This is an optimization exercise on Yosys and OpenROAD, whose aim is small area and a short achievable clock period, not a production implementation.
The RTL was checked by simulation tests, not by an equivalence proof against the original design.

==> 06-14: inputs <==
==> flow/design.v (excerpt) <==
module lasd_riscv8 (
    input  wire        clk,
    input  wire        rst_n,       
    input  wire [31:0] instr,       
    input  wire [7:0]  sw_in,       
    input  wire [7:0]  dma_addr,    
    output wire [7:0]  pc,          
    output wire [7:0]  io_out,      
    output wire [55:0] xregs        
);
reg [7:0] pc_r;
reg [7:0] io_r;
reg [7:0] dmad;
reg [7:0] x1, x2, x3, x4, x5, x6, x7;
assign pc = pc_r;
assign io_out = io_r;
assign xregs = {x7, x6, x5, x4, x3, x2, x1};
wire [6:0] op = instr[6:0];
wire [2:0] f3 = instr[14:12];
wire [6:0] f7 = instr[31:25];
wire [2:0] rd = instr[9:7];
wire [2:0] ra = instr[17:15];
wire [2:0] rb = instr[22:20];
wire f3z = (f3 == 3'b000);
wire is_r   = (op == 7'b0110011);
wire is_add = is_r & f3z & (f7 == 7'b0000000);
wire is_sub = is_r & f3z & (f7 == 7'b0100000);
wire is_and = is_r & (f3 == 3'b111) & (f7 == 7'b0000000);
wire is_or  = is_r & (f3 == 3'b110) & (f7 == 7'b0000000);
wire is_xor = is_r & (f3 == 3'b100) & (f7 == 7'b0000000);
wire is_slt = is_r & (f3 == 3'b010) & (f7 == 7'b0000000);
wire is_addi = (op == 7'b0010011) & f3z;
wire is_lb   = (op == 7'b0000011) & f3z;
wire is_sb   = (op == 7'b0100011) & f3z;
wire is_beq  = (op == 7'b1100011) & f3z;
wire reg_we = is_add | is_sub | is_and | is_or | is_xor | is_slt | is_addi | is_lb;
wire [7:0] imm_i = instr[27:20];
wire [7:0] imm_s = {instr[27:25], instr[11:7]};
wire [7:0] imm_b = {instr[27:25], instr[11:8], 1'b0};
genvar k;
wire [7:1] ra_oh, rb_oh;
generate
  ...
==> module lasd_riscv8, before the edit <==
module lasd_riscv8 (
    input  wire        clk,
    input  wire        rst_n,       
    input  wire [31:0] instr,       
    input  wire [7:0]  sw_in,       
    input  wire [7:0]  dma_addr,    
    output wire [7:0]  pc,          
    output wire [7:0]  io_out,      
    output wire [55:0] xregs        
);
reg [7:0] pc_r;
reg [7:0] io_r;
reg [7:0] dmad;
reg [7:0] x1, x2, x3, x4, x5, x6, x7;
assign pc = pc_r;
assign io_out = io_r;
assign xregs = {x7, x6, x5, x4, x3, x2, x1};
wire [6:0] op = instr[6:0];
wire [2:0] f3 = instr[14:12];
wire [6:0] f7 = instr[31:25];
wire [2:0] rd = instr[9:7];
wire [2:0] ra = instr[17:15];
wire [2:0] rb = instr[22:20];
wire f3z = (f3 == 3'b000);
wire is_r   = (op == 7'b0110011);
wire is_add = is_r & f3z & (f7 == 7'b0000000);
wire is_sub = is_r & f3z & (f7 == 7'b0100000);
wire is_and = is_r & (f3 == 3'b111) & (f7 == 7'b0000000);
wire is_or  = is_r & (f3 == 3'b110) & (f7 == 7'b0000000);
wire is_xor = is_r & (f3 == 3'b100) & (f7 == 7'b0000000);
wire is_slt = is_r & (f3 == 3'b010) & (f7 == 7'b0000000);
wire is_addi = (op == 7'b0010011) & f3z;
wire is_lb   = (op == 7'b0000011) & f3z;
wire is_sb   = (op == 7'b0100011) & f3z;
wire is_beq  = (op == 7'b1100011) & f3z;
wire reg_we = is_add | is_sub | is_and | is_or | is_xor | is_slt | is_addi | is_lb;
wire [7:0] imm_i = instr[27:20];
wire [7:0] imm_s = {instr[27:25], instr[11:7]};
wire [7:0] imm_b = {instr[27:25], instr[11:8], 1'b0};
genvar k;
wire [7:1] ra_oh, rb_oh;
generate
    for (k = 1; k < 8; k = k + 1) begin : rdec
        assign ra_oh[k] = (ra == k);
        assign rb_oh[k] = (rb == k);
    end
endgenerate
wire [7:0] rs1 = ({8{ra_oh[1]}} & x1) | ({8{ra_oh[2]}} & x2) | ({8{ra_oh[3]}} & x3)
               | ({8{ra_oh[4]}} & x4) | ({8{ra_oh[5]}} & x5) | ({8{ra_oh[6]}} & x6)
               | ({8{ra_oh[7]}} & x7);
wire [7:0] rs2 = ({8{rb_oh[1]}} & x1) | ({8{rb_oh[2]}} & x2) | ({8{rb_oh[3]}} & x3)
               | ({8{rb_oh[4]}} & x4) | ({8{rb_oh[5]}} & x5) | ({8{rb_oh[6]}} & x6)
               | ({8{rb_oh[7]}} & x7);
wire [7:0] alu_b = is_addi ? imm_i : rs2;
wire [7:0] sum   = rs1 + alu_b;
wire [7:0] diff  = rs1 - rs2;
wire       ltu   = (rs1 < rs2);
wire [7:0] alu =
      ({8{is_add | is_addi}} & sum)
    | ({8{is_sub}} & diff)
    | ({8{is_and}} & (rs1 & rs2))
    | ({8{is_or}}  & (rs1 | rs2))
    | ({8{is_xor}} & (rs1 ^ rs2))
    | {7'b0, is_slt & ltu};
wire [7:0] ma = rs1;
wire [7:0] mb = instr[5] ? imm_s : imm_i;
wire [7:0] mp = ma ^ mb;
wire [7:0] mg = ma & mb;
wire [7:0] mt = ma | mb;
wire [255:0] line;
generate
    for (k = 0; k < 256; k = k + 1) begin : dec
        wire [7:0] kk = k;
        wire [7:0] cin = {(kk[6:0] & mg[6:0]) | (~kk[6:0] & mt[6:0]), 1'b0};
        assign line[k] = ((mp ^ kk) == cin);
    end
endgenerate
wire [255:0] dsel;        
wire [7:0]   mem [0:255];
assign mem[0] = 8'h00;
assign mem[255] = sw_in;    
generate
    for (k = 1; k < 255; k = k + 1) begin : m
        reg [7:0] b;
        wire [7:0] ka = k - 4;
        wire dma_hit = (dma_addr == ka);
        wire st_hit = is_sb & line[k];
        always @(posedge clk or negedge rst_n) begin
            if (!rst_n)
                b <= 8'h00;
            else if (dma_hit)
                b <= dmad;
            else if (st_hit)
                b <= rs2;
        end
        assign mem[k] = b;
    end
endgenerate
wire [7:0] row [0:15];
generate
    for (k = 0; k < 16; k = k + 1) begin : rd_row
        wire [7:0] t [0:15];
        genvar c;
        for (c = 0; c < 16; c = c + 1) begin : col
            assign t[c] = {8{line[16*k+c]}} & mem[16*k+c];
        end
        wire [7:0] q0 = t[0] | t[1] | t[2] | t[3];
        wire [7:0] q1 = t[4] | t[5] | t[6] | t[7];
        wire [7:0] q2 = t[8] | t[9] | t[10] | t[11];
        wire [7:0] q3 = t[12] | t[13] | t[14] | t[15];
        assign row[k] = (q0 | q1) | (q2 | q3);
    end
endgenerate
wire [7:0] r0 = row[0] | row[1] | row[2] | row[3];
wire [7:0] r1 = row[4] | row[5] | row[6] | row[7];
wire [7:0] r2 = row[8] | row[9] | row[10] | row[11];
wire [7:0] r3 = row[12] | row[13] | row[14] | row[15];
wire [7:0] ld = (r0 | r1) | (r2 | r3);
wire [7:0] wd = is_lb ? ld : alu;
wire beq_taken = is_beq & (rs1 == rs2);
wire [7:0] pc_next = beq_taken ? (pc_r + imm_b) : (pc_r + 8'd4);
wire io_we = is_sb & line[255];
wire dma_keep = (dma_addr == 8'hFB);
always @(posedge clk or negedge rst_n) begin
    if (!rst_n) begin
        pc_r <= 8'h00;
        io_r <= 8'h00;
        dmad <= 8'h00;
        x1 <= 8'h00; x2 <= 8'h00; x3 <= 8'h00; x4 <= 8'h00;
        x5 <= 8'h00; x6 <= 8'h00; x7 <= 8'h00;
    end else begin
        pc_r <= pc_next;
        if (io_we) io_r <= rs2;
        if (!dma_keep) dmad <= sw_in;
        if (reg_we) begin
            case (rd)
                3'd1: x1 <= wd;
                3'd2: x2 <= wd;
                3'd3: x3 <= wd;
                3'd4: x4 <= wd;
                3'd5: x5 <= wd;
                3'd6: x6 <= wd;
                3'd7: x7 <= wd;
                default: ;
            endcase
        end
    end
end
endmodule
==> flow/config.mk <==
export PLATFORM = sky130hd
export DESIGN_NAME = lasd_riscv8
export DESIGN_NICKNAME = lasd_riscv8
export VERILOG_FILES = /design/flow/design.v
export SDC_FILE = /design/flow/constraint.sdc
export NUM_CORES = 4
export LEC_CHECK = 0
export CAP_MARGIN = 40
export CORE_MARGIN = 2
export CORE_UTILIZATION = 55
export PLACE_DENSITY = 0.65
export SLEW_MARGIN = 40
==> flow/constraint.sdc <==
create_clock -name core_clock -period 16.0 [get_ports {clk}]
set_input_delay 3.2000 -clock core_clock [delete_from_list [all_inputs] [get_ports {clk}]]
set_output_delay 3.2000 -clock core_clock [all_outputs]
set_load 0.01 [all_outputs]
standard.sh (not shown) runs the stock make flow with config.mk's settings and CLKGATE_MAP_FILE= SYNTH_SCRIPT=/design/flow/synth_recipe.tcl, a recipe that flattens the netlist after the stock synthesis.
==> flow/flow/run.sh <==
#!/bin/bash
# Own layout flow: the standard ORFS flow (standard.sh, with the standard
# synthesis unchanged), with these changes to how the layout is optimised:
#  - timing repair (CTS and global-route stages) aims for 10 ns of setup slack
#    instead of 0, so it keeps shortening the critical paths although the
#    16 ns clock is met; only the worst 5% of endpoints are repaired;
#  - the floorplan-stage repair is replaced by plain removal of synthesis
#    buffers (REMOVE_ABC_BUFFERS);
set -euo pipefail
export REMOVE_ABC_BUFFERS=1
export SETUP_SLACK_MARGIN=10
export TNS_END_PERCENT=5
export BUFFER_PORTS_ARGS="-buffer_cell sky130_fd_sc_hd__buf_4"
bash standard.sh synth > make_synth.log 2>&1
bash standard.sh > make_finish.log 2>&1
==> 07-03: changes against 06-14 <==
--- a/flow/design.v
+++ b/flow/design.v
@@ -46,9 +46,17 @@
         assign rb_oh[k] = (rb == k);
     end
 endgenerate
-wire [7:0] rs1 = ({8{ra_oh[1]}} & x1) | ({8{ra_oh[2]}} & x2) | ({8{ra_oh[3]}} & x3)
-               | ({8{ra_oh[4]}} & x4) | ({8{ra_oh[5]}} & x5) | ({8{ra_oh[6]}} & x6)
-               | ({8{ra_oh[7]}} & x7);
+wire [7:0] rs1;
+generate
+    for (k = 0; k < 8; k = k + 1) begin : r1b
+        wire n12, n34, n56, n7;
+        g_aoi22 u12 (.a1(ra_oh[1]), .a2(x1[k]), .b1(ra_oh[2]), .b2(x2[k]), .y(n12));
+        g_aoi22 u34 (.a1(ra_oh[3]), .a2(x3[k]), .b1(ra_oh[4]), .b2(x4[k]), .y(n34));
+        g_aoi22 u56 (.a1(ra_oh[5]), .a2(x5[k]), .b1(ra_oh[6]), .b2(x6[k]), .y(n56));
+        g_nand2 u7 (.a(ra_oh[7]), .b(x7[k]), .y(n7));
+        g_nand4 uo (.a(n12), .b(n34), .c(n56), .d(n7), .y(rs1[k]));
+    end
+endgenerate
 wire [7:0] rs2 = ({8{rb_oh[1]}} & x1) | ({8{rb_oh[2]}} & x2) | ({8{rb_oh[3]}} & x3)
                | ({8{rb_oh[4]}} & x4) | ({8{rb_oh[5]}} & x5) | ({8{rb_oh[6]}} & x6)
                | ({8{rb_oh[7]}} & x7);
@@ -82,41 +90,61 @@
 assign mem[255] = sw_in;    
 generate
     for (k = 1; k < 255; k = k + 1) begin : m
-        reg [7:0] b;
+        reg  [7:0] b;
+        wire [7:0] d;
         wire [7:0] ka = k - 4;
-        wire dma_hit = (dma_addr == ka);
-        wire st_hit = is_sb & line[k];
+        wire sd = (dma_addr == ka);           
+        wire ss = is_sb & line[k] & ~sd;     
+        wire h = ~(sd | ss);                  
+        genvar i;
+        for (i = 0; i < 8; i = i + 1) begin : wb
+            wsel u (.q(b[i]), .h(h), .dm(dmad[i]), .sd(sd), .r(rs2[i]), .ss(ss), .d(d[i]));
+        end
         always @(posedge clk or negedge rst_n) begin
             if (!rst_n)
                 b <= 8'h00;
-            else if (dma_hit)
-                b <= dmad;
-            else if (st_hit)
-                b <= rs2;
+            else
+                b <= d;
         end
         assign mem[k] = b;
     end
 endgenerate
-wire [7:0] row [0:15];
-generate
-    for (k = 0; k < 16; k = k + 1) begin : rd_row
-        wire [7:0] t [0:15];
-        genvar c;
-        for (c = 0; c < 16; c = c + 1) begin : col
-            assign t[c] = {8{line[16*k+c]}} & mem[16*k+c];
-        end
-        wire [7:0] q0 = t[0] | t[1] | t[2] | t[3];
-        wire [7:0] q1 = t[4] | t[5] | t[6] | t[7];
-        wire [7:0] q2 = t[8] | t[9] | t[10] | t[11];
-        wire [7:0] q3 = t[12] | t[13] | t[14] | t[15];
-        assign row[k] = (q0 | q1) | (q2 | q3);
-    end
-endgenerate
-wire [7:0] r0 = row[0] | row[1] | row[2] | row[3];
-wire [7:0] r1 = row[4] | row[5] | row[6] | row[7];
-wire [7:0] r2 = row[8] | row[9] | row[10] | row[11];
-wire [7:0] r3 = row[12] | row[13] | row[14] | row[15];
-wire [7:0] ld = (r0 | r1) | (r2 | r3);
+wire [7:0] ld;
+generate
+    for (k = 0; k < 8; k = k + 1) begin : ldt
+        wire [127:0] l0;    
+        wire [63:0]  l1;    
+        wire [31:0]  l2;    
+        wire [15:0]  l3;    
+        wire [7:0]   l4;    
+        wire [3:0]   l5;    
+        wire [1:0]   l6;    
+        genvar j;
+        g_nand2 p0 (.a(line[1]), .b(mem[1][k]), .y(l0[0]));
+        for (j = 1; j < 128; j = j + 1) begin : p
+            g_aoi22 u (.a1(line[2*j]), .a2(mem[2*j][k]), .b1(line[2*j+1]), .b2(mem[2*j+1][k]), .y(l0[j]));
+        end
+        for (j = 0; j < 64; j = j + 1) begin : t1
+            g_nand2 u (.a(l0[2*j]), .b(l0[2*j+1]), .y(l1[j]));
+        end
+        for (j = 0; j < 32; j = j + 1) begin : t2
+            g_nor2 u (.a(l1[2*j]), .b(l1[2*j+1]), .y(l2[j]));
+        end
+        for (j = 0; j < 16; j = j + 1) begin : t3
+            g_nand2 u (.a(l2[2*j]), .b(l2[2*j+1]), .y(l3[j]));
+        end
+        for (j = 0; j < 8; j = j + 1) begin : t4
+            g_nor2 u (.a(l3[2*j]), .b(l3[2*j+1]), .y(l4[j]));
+        end
+        for (j = 0; j < 4; j = j + 1) begin : t5
+            g_nand2 u (.a(l4[2*j]), .b(l4[2*j+1]), .y(l5[j]));
+        end
+        for (j = 0; j < 2; j = j + 1) begin : t6
+            g_nor2 u (.a(l5[2*j]), .b(l5[2*j+1]), .y(l6[j]));
+        end
+        g_nand2 t7 (.a(l6[0]), .b(l6[1]), .y(ld[k]));
+    end
+endgenerate
 wire [7:0] wd = is_lb ? ld : alu;
 wire beq_taken = is_beq & (rs1 == rs2);
 wire [7:0] pc_next = beq_taken ? (pc_r + imm_b) : (pc_r + 8'd4);
@@ -148,4 +176,27 @@
     end
 end
 endmodule
+module wsel (
+    input  wire q,
+    input  wire h,
+    input  wire dm,
+    input  wire sd,
+    input  wire r,
+    input  wire ss,
+    output wire d
+);
+assign d = (q & h) | (dm & sd) | (r & ss);
+endmodule
+module g_aoi22 (input wire a1, input wire a2, input wire b1, input wire b2, output wire y);
+assign y = ~((a1 & a2) | (b1 & b2));
+endmodule
+module g_nand2 (input wire a, input wire b, output wire y);
+assign y = ~(a & b);
+endmodule
+module g_nand4 (input wire a, input wire b, input wire c, input wire d, output wire y);
+assign y = ~(a & b & c & d);
+endmodule
+module g_nor2 (input wire a, input wire b, output wire y);
+assign y = ~(a | b);
+endmodule
 `default_nettype wire
Settings changed: CORE_UTILIZATION 55 to 40, PLACE_DENSITY 0.65 to 0.5, SYNTH_HIERARCHICAL set to 1.
==> 05-17: changes against 06-14 <==
--- a/flow/design.v
+++ b/flow/design.v
@@ -38,20 +38,22 @@
 wire [7:0] imm_i = instr[27:20];
 wire [7:0] imm_s = {instr[27:25], instr[11:7]};
 wire [7:0] imm_b = {instr[27:25], instr[11:8], 1'b0};
-genvar k;
-wire [7:1] ra_oh, rb_oh;
-generate
-    for (k = 1; k < 8; k = k + 1) begin : rdec
-        assign ra_oh[k] = (ra == k);
-        assign rb_oh[k] = (rb == k);
-    end
-endgenerate
-wire [7:0] rs1 = ({8{ra_oh[1]}} & x1) | ({8{ra_oh[2]}} & x2) | ({8{ra_oh[3]}} & x3)
-               | ({8{ra_oh[4]}} & x4) | ({8{ra_oh[5]}} & x5) | ({8{ra_oh[6]}} & x6)
-               | ({8{ra_oh[7]}} & x7);
-wire [7:0] rs2 = ({8{rb_oh[1]}} & x1) | ({8{rb_oh[2]}} & x2) | ({8{rb_oh[3]}} & x3)
-               | ({8{rb_oh[4]}} & x4) | ({8{rb_oh[5]}} & x5) | ({8{rb_oh[6]}} & x6)
-               | ({8{rb_oh[7]}} & x7);
+function [7:0] rsel;
+    input [2:0] n;
+    input [7:0] r1, r2, r3, r4, r5, r6, r7;
+    case (n)
+        3'd1: rsel = r1;
+        3'd2: rsel = r2;
+        3'd3: rsel = r3;
+        3'd4: rsel = r4;
+        3'd5: rsel = r5;
+        3'd6: rsel = r6;
+        3'd7: rsel = r7;
+        default: rsel = 8'h00;
+    endcase
+endfunction
+wire [7:0] rs1 = rsel(ra, x1, x2, x3, x4, x5, x6, x7);
+wire [7:0] rs2 = rsel(rb, x1, x2, x3, x4, x5, x6, x7);
 wire [7:0] alu_b = is_addi ? imm_i : rs2;
 wire [7:0] sum   = rs1 + alu_b;
 wire [7:0] diff  = rs1 - rs2;
@@ -69,6 +71,7 @@
 wire [7:0] mg = ma & mb;
 wire [7:0] mt = ma | mb;
 wire [255:0] line;
+genvar k;
 generate
     for (k = 0; k < 256; k = k + 1) begin : dec
         wire [7:0] kk = k;
@@ -97,26 +100,13 @@
         assign mem[k] = b;
     end
 endgenerate
-wire [7:0] row [0:15];
-generate
-    for (k = 0; k < 16; k = k + 1) begin : rd_row
-        wire [7:0] t [0:15];
-        genvar c;
-        for (c = 0; c < 16; c = c + 1) begin : col
-            assign t[c] = {8{line[16*k+c]}} & mem[16*k+c];
-        end
-        wire [7:0] q0 = t[0] | t[1] | t[2] | t[3];
-        wire [7:0] q1 = t[4] | t[5] | t[6] | t[7];
-        wire [7:0] q2 = t[8] | t[9] | t[10] | t[11];
-        wire [7:0] q3 = t[12] | t[13] | t[14] | t[15];
-        assign row[k] = (q0 | q1) | (q2 | q3);
-    end
-endgenerate
-wire [7:0] r0 = row[0] | row[1] | row[2] | row[3];
-wire [7:0] r1 = row[4] | row[5] | row[6] | row[7];
-wire [7:0] r2 = row[8] | row[9] | row[10] | row[11];
-wire [7:0] r3 = row[12] | row[13] | row[14] | row[15];
-wire [7:0] ld = (r0 | r1) | (r2 | r3);
+reg [7:0] ld;
+integer j;
+always @(*) begin
+    ld = 8'h00;
+    for (j = 1; j < 256; j = j + 1)
+        ld = ld | ({8{line[j]}} & mem[j]);
+end
 wire [7:0] wd = is_lb ? ld : alu;
 wire beq_taken = is_beq & (rs1 == rs2);
 wire [7:0] pc_next = beq_taken ? (pc_r + imm_b) : (pc_r + 8'd4);
==> flow/run.sh (new file) <==
#!/bin/bash
# synth_recipe.tcl (not shown) runs the flow's synth.tcl, then flattens the netlist and writes it again
# the make line also repeats each setting of config.mk as NAME=value (left out here)
make -C /OpenROAD-flow-scripts/flow DESIGN_CONFIG=/design/flow/config.mk WORK_HOME=/design/flow/orfs CLKGATE_MAP_FILE= SYNTH_SCRIPT=/design/flow/synth_recipe.tcl finish
Settings changed: CORE_UTILIZATION 55 to 25, PLACE_DENSITY 0.65 to 0.36.
removed: flow/flow/run.sh
removed: flow/standard.sh
==> flow_summary_export.csv <==
group,metric,value,unit
floorplan,dieHeight,522.2,um
global_route,gr-usage-met2,51.42,%
global_route,grt_pass1_vias,97820,
clocking,numCtsBuffers,248,
clocking,cts_buffer_depth,4,
global_route,grt_overflow,0,
status,status,"complete, no violations",
global_route,grt_max_degree,155,
(the above is from 07-03)
==> flow_summary_export.csv <==
group,metric,value,unit
global_route,gr-usage-met2,55.34,%
synthesis,synth_compound_area_share,27.88,%
sta,layout_min_cycle_time,11390,ps
place,port_buffers,118,
global_route,grt_max_degree,138,
hold_path,worstHoldPathCells,2,
global_route,grt_pass1_vias,114000,
clocking,numCtsBuffers,295,
status,status,"complete, no violations",
clocking,cts_buffer_depth,4,
(the above is from 05-17)
==> flow_summary_export.csv <==
group,metric,value,unit
place,dp_hpwl,552000,um
floorplan,dieHeight,460.4,um
global_route,grt_max_degree,162,
global_route,gr-usage-met2,94.51,%
clocking,cts_resized,769,
clocking,numCtsBuffers,228,
status,status,"aborted with a tool error",
status,lastStage,"5_1_grt",
status,error_line,"[ERROR GRT-0116] Global routing finished with congestion. Check the congestion regions in the DRC Viewer.",
clocking,cts_buffer_depth,3,
global_route,grt_overflow,1322,
(the above is from 06-14)

[what the ideal ports hide]
The results above use ideal ports. As a check the final layouts listed here were re-extracted and re-timed, cells and wires unchanged.
Step 1 sets driving cells, clkbuf_16 on the clock port and buf_2 on the other inputs (assumed; they add their load-dependent delay and slew).
Step 2 moves the port delays by t, midway between the first and last clock arrival at a register: inputs arrive t later, outputs are due t later. That takes back most of the time a late clock gives input paths.
Slacks: ideal ports / drivers / drivers and shift; pairs: ideal ports / drivers.
| run | t, ns | setup WS [ns] | hold WS [ns] | latest minus earliest clock arrival (ns) | worst data-port slew with drivers (ns) |
|---|---|---|---|---|---|
| 07-03 | 1.022 | 9.481 / 9.552 / 8.530 | 0.475 / 0.475 / 0.475 | 0.068 / 0.068 | 0.16 |
| 05-17 | 1.122 | 4.607 / 4.705 / 3.583 | 0.474 / 0.474 / 0.474 | 0.067 / 0.066 | 0.09 |
After both steps setup and hold are still met in every run listed. The setup slack of 05-17, which loses most, moves by +0.098 ns with the drivers and by -1.024 ns with both steps.
